What follows belongs to an exercise in optimizing a design on an open flow for small area and a short achievable clock period; a production flow would make more cautious choices. Power figures rest on the tool's default switching activity, not on a simulated workload.

==> v31 <==
==> flow/design.v (excerpt) <==
module LOG2_FIXED_POINT
          (i_CLK,
           i_RSTn,
           i_VALID,
           i_DATA_VALID,
           i_DATA,
           o_VALID,
           o_LOG2_VALID,
           o_LOG2);
==> module LOG2_NORM, before the edit <==
module LOG2_NORM (x, m, ip);
  input  [15:0] x;
  output [4:0]  m;     
  output [4:0]  ip;    
  wire        a3 = |x[15:12];
  wire        a2 = |x[11:8];
  wire        a1 = |x[7:4];
  wire        a0 = |x[3:0];
  wire [15:7] w  = a3 ? x[15:7] :
                   a2 ? x[11:3] :
                   a1 ? {x[7:0], 1'b0} : {x[3:0], 5'b0};
  assign      m  = w[15] ? w[14:10] :
                   w[14] ? w[13:9] :
                   w[13] ? w[12:8] : w[11:7];
  wire        p3 = a3 | a2;
  wire        p2 = a3 | (~a2 & a1);
  wire        p1 = w[15] | w[14];
  wire        p0 = w[15] | (~w[14] & w[13]);
  wire        zero = ~(a3 | a2 | a1 | a0);
  assign ip = zero ? 5'b11000 : {1'b0, p3, p2, p1, p0} - 5'd7;
endmodule   
==> module LOG2_TABLE, before the edit <==
module LOG2_TABLE (m, t);
  input  [4:0] m;
  output [9:0] t;
  localparam [31:0] TBIT0 = 32'hf77f0002;
  localparam [31:0] TBIT1 = 32'h05051774;
  localparam [31:0] TBIT2 = 32'h06531afa;
  localparam [31:0] TBIT3 = 32'had30e356;
  localparam [31:0] TBIT4 = 32'h630ffc64;
  localparam [31:0] TBIT5 = 32'hb5aaaad2;
  localparam [31:0] TBIT6 = 32'hc6333364;
  localparam [31:0] TBIT7 = 32'hf83c3c78;
  localparam [31:0] TBIT8 = 32'hffc03f80;
  localparam [31:0] TBIT9 = 32'hffffc000;
  assign t = {TBIT9[m], TBIT8[m], TBIT7[m], TBIT6[m], TBIT5[m],
              TBIT4[m], TBIT3[m], TBIT2[m], TBIT1[m], TBIT0[m]};
endmodule   
==> module LOG2_FIXED_POINT, before the edit <==
module LOG2_FIXED_POINT
          (i_CLK,
           i_RSTn,
           i_VALID,
           i_DATA_VALID,
           i_DATA,
           o_VALID,
           o_LOG2_VALID,
           o_LOG2);
  input   i_CLK;
  input   i_RSTn;
  input   i_VALID;
  input   i_DATA_VALID;
  input   [15:0] i_DATA;   
  output  o_VALID;
  output  o_LOG2_VALID;
  output  signed [18:0] o_LOG2;   
  wire [4:0] m;       
  wire [4:0] ip;      
  wire [9:0] t;       
  LOG2_NORM u_norm (.x(i_DATA), .m(m), .ip(ip));
  reg  [4:0] r_m;
  reg  [4:0] r_ip;
  reg        r_vld;   
  always @(posedge i_CLK or negedge i_RSTn)
    if (!i_RSTn)
      r_vld <= 1'b0;
    else if (i_VALID)
      r_vld <= i_DATA_VALID;
  always @(posedge i_CLK)
    if (i_VALID) begin
      r_m  <= m;
      r_ip <= ip;
    end
  LOG2_TABLE u_table (.m(r_m), .t(t));
  assign o_LOG2       = {{4{r_ip[4]}}, r_ip, t};
  assign o_LOG2_VALID = r_vld;
  assign o_VALID      = i_VALID;
endmodule   
export LEC_CHECK = 0
export CAP_MARGIN = 20
export CORE_MARGIN = 2
export CORE_UTILIZATION = 20
export SLEW_MARGIN = 20
create_clock -name core_clock -period 4.0 [get_ports {i_CLK}]
standard.sh (not shown) runs the stock make flow with config.mk's settings and CLKGATE_MAP_FILE= SYNTH_SCRIPT=/design/flow/synth_recipe.tcl, a recipe that flattens the netlist after the stock synthesis.
==> flow/flow/run.sh <==
#!/bin/bash
# Own layout flow: synthesis with an area-oriented ABC script, then the standard flow's
# standard ORFS layout from that netlist, with minimum-size port buffers.
set -euo pipefail
here=$(pwd)
YOSYS=$FLOW_HOME/../tools/install/yosys/bin/yosys
LIB=$FLOW_HOME/platforms/sky130hd/lib/sky130_fd_sc_hd__tt_025C_1v80.lib
DU="-dont_use *probe* -dont_use *lpflow* -dont_use *clkdly* -dont_use *dlygate* -dont_use *dlymetal*"
mkdir -p syn
cat > syn/synth.ys <<EOS
read_liberty -lib $LIB
read_verilog -defer $FLOW_DESIGN
hierarchy -check -top $FLOW_TOP
synth -flatten -nofsm -noshare -top $FLOW_TOP
opt -purge
dfflibmap -liberty $LIB $DU
opt
abc -script $here/flow/area.abc -liberty $LIB $DU
setundef -zero
splitnets
opt_clean -purge
hilomap -singleton -hicell sky130_fd_sc_hd__conb_1 HI -locell sky130_fd_sc_hd__conb_1 LO
insbuf -buf sky130_fd_sc_hd__buf_1 A X
rename -hide w:*\$func\$*
check -assert -mapped
tee -o $here/syn/stat.txt stat -liberty $LIB
write_verilog -noattr -nohex -nodec $here/syn/netlist.v
EOS
$YOSYS -l syn/yosys.log -q syn/synth.ys > /dev/null
bash standard.sh SYNTH_NETLIST_FILES=$here/syn/netlist.v \
  "BUFFER_PORTS_ARGS=-buffer_cell sky130_fd_sc_hd__buf_1" \
  ${FLOW_EXTRA:-} finish > standard.log 2>&1
==> flow/flow/area.abc <==
strash; dc2; dch -f; map -D 1000; topo; buffer -p; upsize -D 1000; dnsize -D 1000; topo
==> v9 (differences from v31) <==
--- a/flow/flow/run.sh
+++ b/flow/flow/run.sh
@@ -1,5 +1,6 @@
 #!/bin/bash
-# Own layout flow: synthesis with an area-oriented ABC script, then the standard flow's
-# standard ORFS layout from that netlist, with minimum-size port buffers.
+# Own layout flow: synthesis with a delay-targeted ABC script, then the standard flow's
+# standard ORFS layout from that netlist, with minimum-size port buffers and a
+# small clock tree.
 set -euo pipefail
 here=$(pwd)
@@ -28,5 +29,7 @@
 EOS
 $YOSYS -l syn/yosys.log -q syn/synth.ys > /dev/null
+CK=sky130_fd_sc_hd__clkbuf_4
 bash standard.sh SYNTH_NETLIST_FILES=$here/syn/netlist.v \
   "BUFFER_PORTS_ARGS=-buffer_cell sky130_fd_sc_hd__buf_1" \
-  ${FLOW_EXTRA:-} finish > standard.log 2>&1
+  "CTS_ARGS=-sink_clustering_enable -repair_clock_nets -buf_list $CK -root_buf $CK -sink_clustering_size 30 -sink_clustering_max_diameter 300 -dont_use_dummy_load" \
+  finish > standard.log 2>&1
- CORE_UTILIZATION: 20 -> 45
- PLACE_DENSITY: default -> 0.7
==> v2 (differences from v31) <==
==> flow/design.v (replaced) <==
module LOG2_FIXED_POINT
          (i_CLK,
           i_RSTn,
           i_VALID,
           i_DATA_VALID,
           i_DATA,
           o_VALID,
           o_LOG2_VALID,
           o_LOG2);
  input   i_CLK;
  input   i_RSTn;
  input   i_VALID;
  input   i_DATA_VALID;
  input   [15:0] i_DATA;   
  output  o_VALID;
  output  o_LOG2_VALID;
  output  signed [18:0] o_LOG2;   
  wire [15:0] x = i_DATA;
  wire        p3 = |x[15:8];
  wire [7:0]  h  = p3 ? x[15:8] : x[7:0];      
  wire        p2 = |h[7:4];
  wire [3:0]  q  = p2 ? h[7:4] : h[3:0];       
  wire        p1 = |q[3:2];
  wire        p0 = p1 ? q[3] : q[1];
  wire        zero = ~p3 & ~p2 & ~p1 & ~p0 & ~q[0];
  wire [15:3] y1 = p3 ? x[15:3] : {x[7:0], 5'b0};
  wire [15:7] y2 = p2 ? y1[15:7] : y1[11:3];
  wire [14:9] y3 = p1 ? y2[14:9] : y2[12:7];
  wire [4:0]  m  = p0 ? y3[14:10] : y3[13:9];
  wire [4:0]  ip = zero ? 5'b11000 : {1'b0, p3, p2, p1, p0} - 5'd7;
  reg  [4:0]  r_m;     
  reg  [4:0]  r_ip;    
  reg         r_vld;   
  always @(posedge i_CLK or negedge i_RSTn)
    if (!i_RSTn)
      r_vld <= 1'b0;
    else if (i_VALID)
      r_vld <= i_DATA_VALID;
  always @(posedge i_CLK)
    if (i_VALID) begin
      r_m  <= m;
      r_ip <= ip;
    end
  reg  [9:0]  t;
  always @* begin
    case (r_m)
      5'd0:  t = 10'd0;    5'd1:  t = 10'd45;   5'd2:  t = 10'd90;   5'd3:  t = 10'd132;
      5'd4:  t = 10'd174;  5'd5:  t = 10'd214;  5'd6:  t = 10'd254;  5'd7:  t = 10'd292;
      5'd8:  t = 10'd330;  5'd9:  t = 10'd366;  5'd10: t = 10'd402;  5'd11: t = 10'd436;
      5'd12: t = 10'd470;  5'd13: t = 10'd504;  5'd14: t = 10'd536;  5'd15: t = 10'd568;
      5'd16: t = 10'd599;  5'd17: t = 10'd629;  5'd18: t = 10'd659;  5'd19: t = 10'd689;
      5'd20: t = 10'd717;  5'd21: t = 10'd745;  5'd22: t = 10'd773;  5'd23: t = 10'd800;
      5'd24: t = 10'd827;  5'd25: t = 10'd853;  5'd26: t = 10'd879;  5'd27: t = 10'd904;
      5'd28: t = 10'd929;  5'd29: t = 10'd953;  5'd30: t = 10'd977;  default: t = 10'd1001;
    endcase
  end
  assign o_LOG2       = {{4{r_ip[4]}}, r_ip, t};
  assign o_LOG2_VALID = r_vld;
  assign o_VALID      = i_VALID;
endmodule   
==> flow/flow/area.abc (replaced) <==
strash
&get -n
&deepsyn -T 60
&put
dch -f
map -a
topo
- CTS_BUF_LIST: default -> sky130_fd_sc_hd__clkbuf_2 sky130_fd_sc_hd__clkbuf_4
==> v12 (differences from v31) <==
--- a/flow/flow/run.sh
+++ b/flow/flow/run.sh
@@ -1,5 +1,6 @@
 #!/bin/bash
-# Own layout flow: synthesis with an area-oriented ABC script, then the standard flow's
-# standard ORFS layout from that netlist, with minimum-size port buffers.
+# Own layout flow: synthesis with a delay-targeted ABC script, then the standard flow's
+# standard ORFS layout from that netlist, with minimum-size port buffers and a
+# small clock tree.
 set -euo pipefail
 here=$(pwd)
@@ -28,5 +29,7 @@
 EOS
 $YOSYS -l syn/yosys.log -q syn/synth.ys > /dev/null
+CK=sky130_fd_sc_hd__clkbuf_4
 bash standard.sh SYNTH_NETLIST_FILES=$here/syn/netlist.v \
   "BUFFER_PORTS_ARGS=-buffer_cell sky130_fd_sc_hd__buf_1" \
-  ${FLOW_EXTRA:-} finish > standard.log 2>&1
+  "CTS_ARGS=-sink_clustering_enable -repair_clock_nets -buf_list $CK -root_buf $CK -sink_clustering_size 30 -sink_clustering_max_diameter 300 -dont_use_dummy_load" \
+  finish > standard.log 2>&1
==> flow/flow/area.abc (replaced) <==
strash; dc2; dch -f; map -a; topo
- SETUP_SLACK_MARGIN: default -> 1.3
==> comparison <==
- Of v9 and v31, v31 has the higher maximum frequency (gap about 4.6%, measured against v31).
- Of v2 and v12, v2 has the higher sequential share of layout area (gap 9.2 points).
- Combinational power: v31 is smaller than v12 (about 10%).
- Core utilization, highest first: v9, v2, v12, v31.
- Against v9, the power of v12 is larger by 2.3%.
==> figures <==
Std-Cell Rows: v9 17; v12 26; v31 26; v2 28
Power group with the highest consumption: v9 registers; v12 combinational cells; v31 registers; v2 registers
Flop pwr share: v9 41.0%; v12 38.6%; v31 37.2%; v2 47.2%
Placed cell area: v9 1240 um2; v12 1270 um2; v31 1280 um2; v2 1560 um2
Critical path arrival: v9 2000 ps; v12 1750 ps; v31 1870 ps; v2 3770 ps
End-of-flow core utilization: v9 56.5%; v12 27.3%; v31 25.9%; v2 27.6%
Clock network area share: v9 1.79%; v12 1.63%; v31 3.39%; v2 1.72%
Sw power: v9 0.000147 W; v12 0.000145 W; v31 0.000149 W; v2 0.000198 W
Number of signal-net inverters in the final layout: v9 16; v12 21; v31 16; v2 28
DR vias: v9 1290; v12 1245; v31 1264; v2 1199
Sinks on Clock Net: v9 11; v12 11; v31 11; v2 21
Status: v9 complete, no violations; v12 complete, no violations; v31 complete, no violations; v2 complete, no violations
No functional check of the RTL was part of any run of this note.

==> what the ideal ports hide <==
How much do the figures lean on ideal ports? The routed layouts below were timed once more, with nothing changed but the port constraints. Step 1: set_driving_cell puts a clkbuf_16 on i_CLK and a buf_2 on each other input, an assumption about the parent block. Step 2 also shifts input and output timing later by t, the mid clock arrival at the registers, as if the neighbouring blocks saw the same clock. a / b / c = no drivers / after step 1 / after step 2; a / b = the first two.
| run | t, ns | slack for setup (ns) | worst data-port slew with drivers (ns) |
|---|---|---|---|
| v31 | 0.254 | 1.334 / 1.311 / 1.156 | 0.03 |
| v9 | 0.272 | 1.205 / 1.189 / 1.158 | 0.03 |
| v2 | 0.327 | 0.438 / 0.440 / 0.114 | 0.03 |
| v12 | 0.277 | 1.448 / 1.430 / 1.180 | 0.03 |
After both steps every run listed still meets setup and hold. The setup slack of v2, which loses most, moves by +0.002 ns with the drivers and by -0.324 ns with both steps.
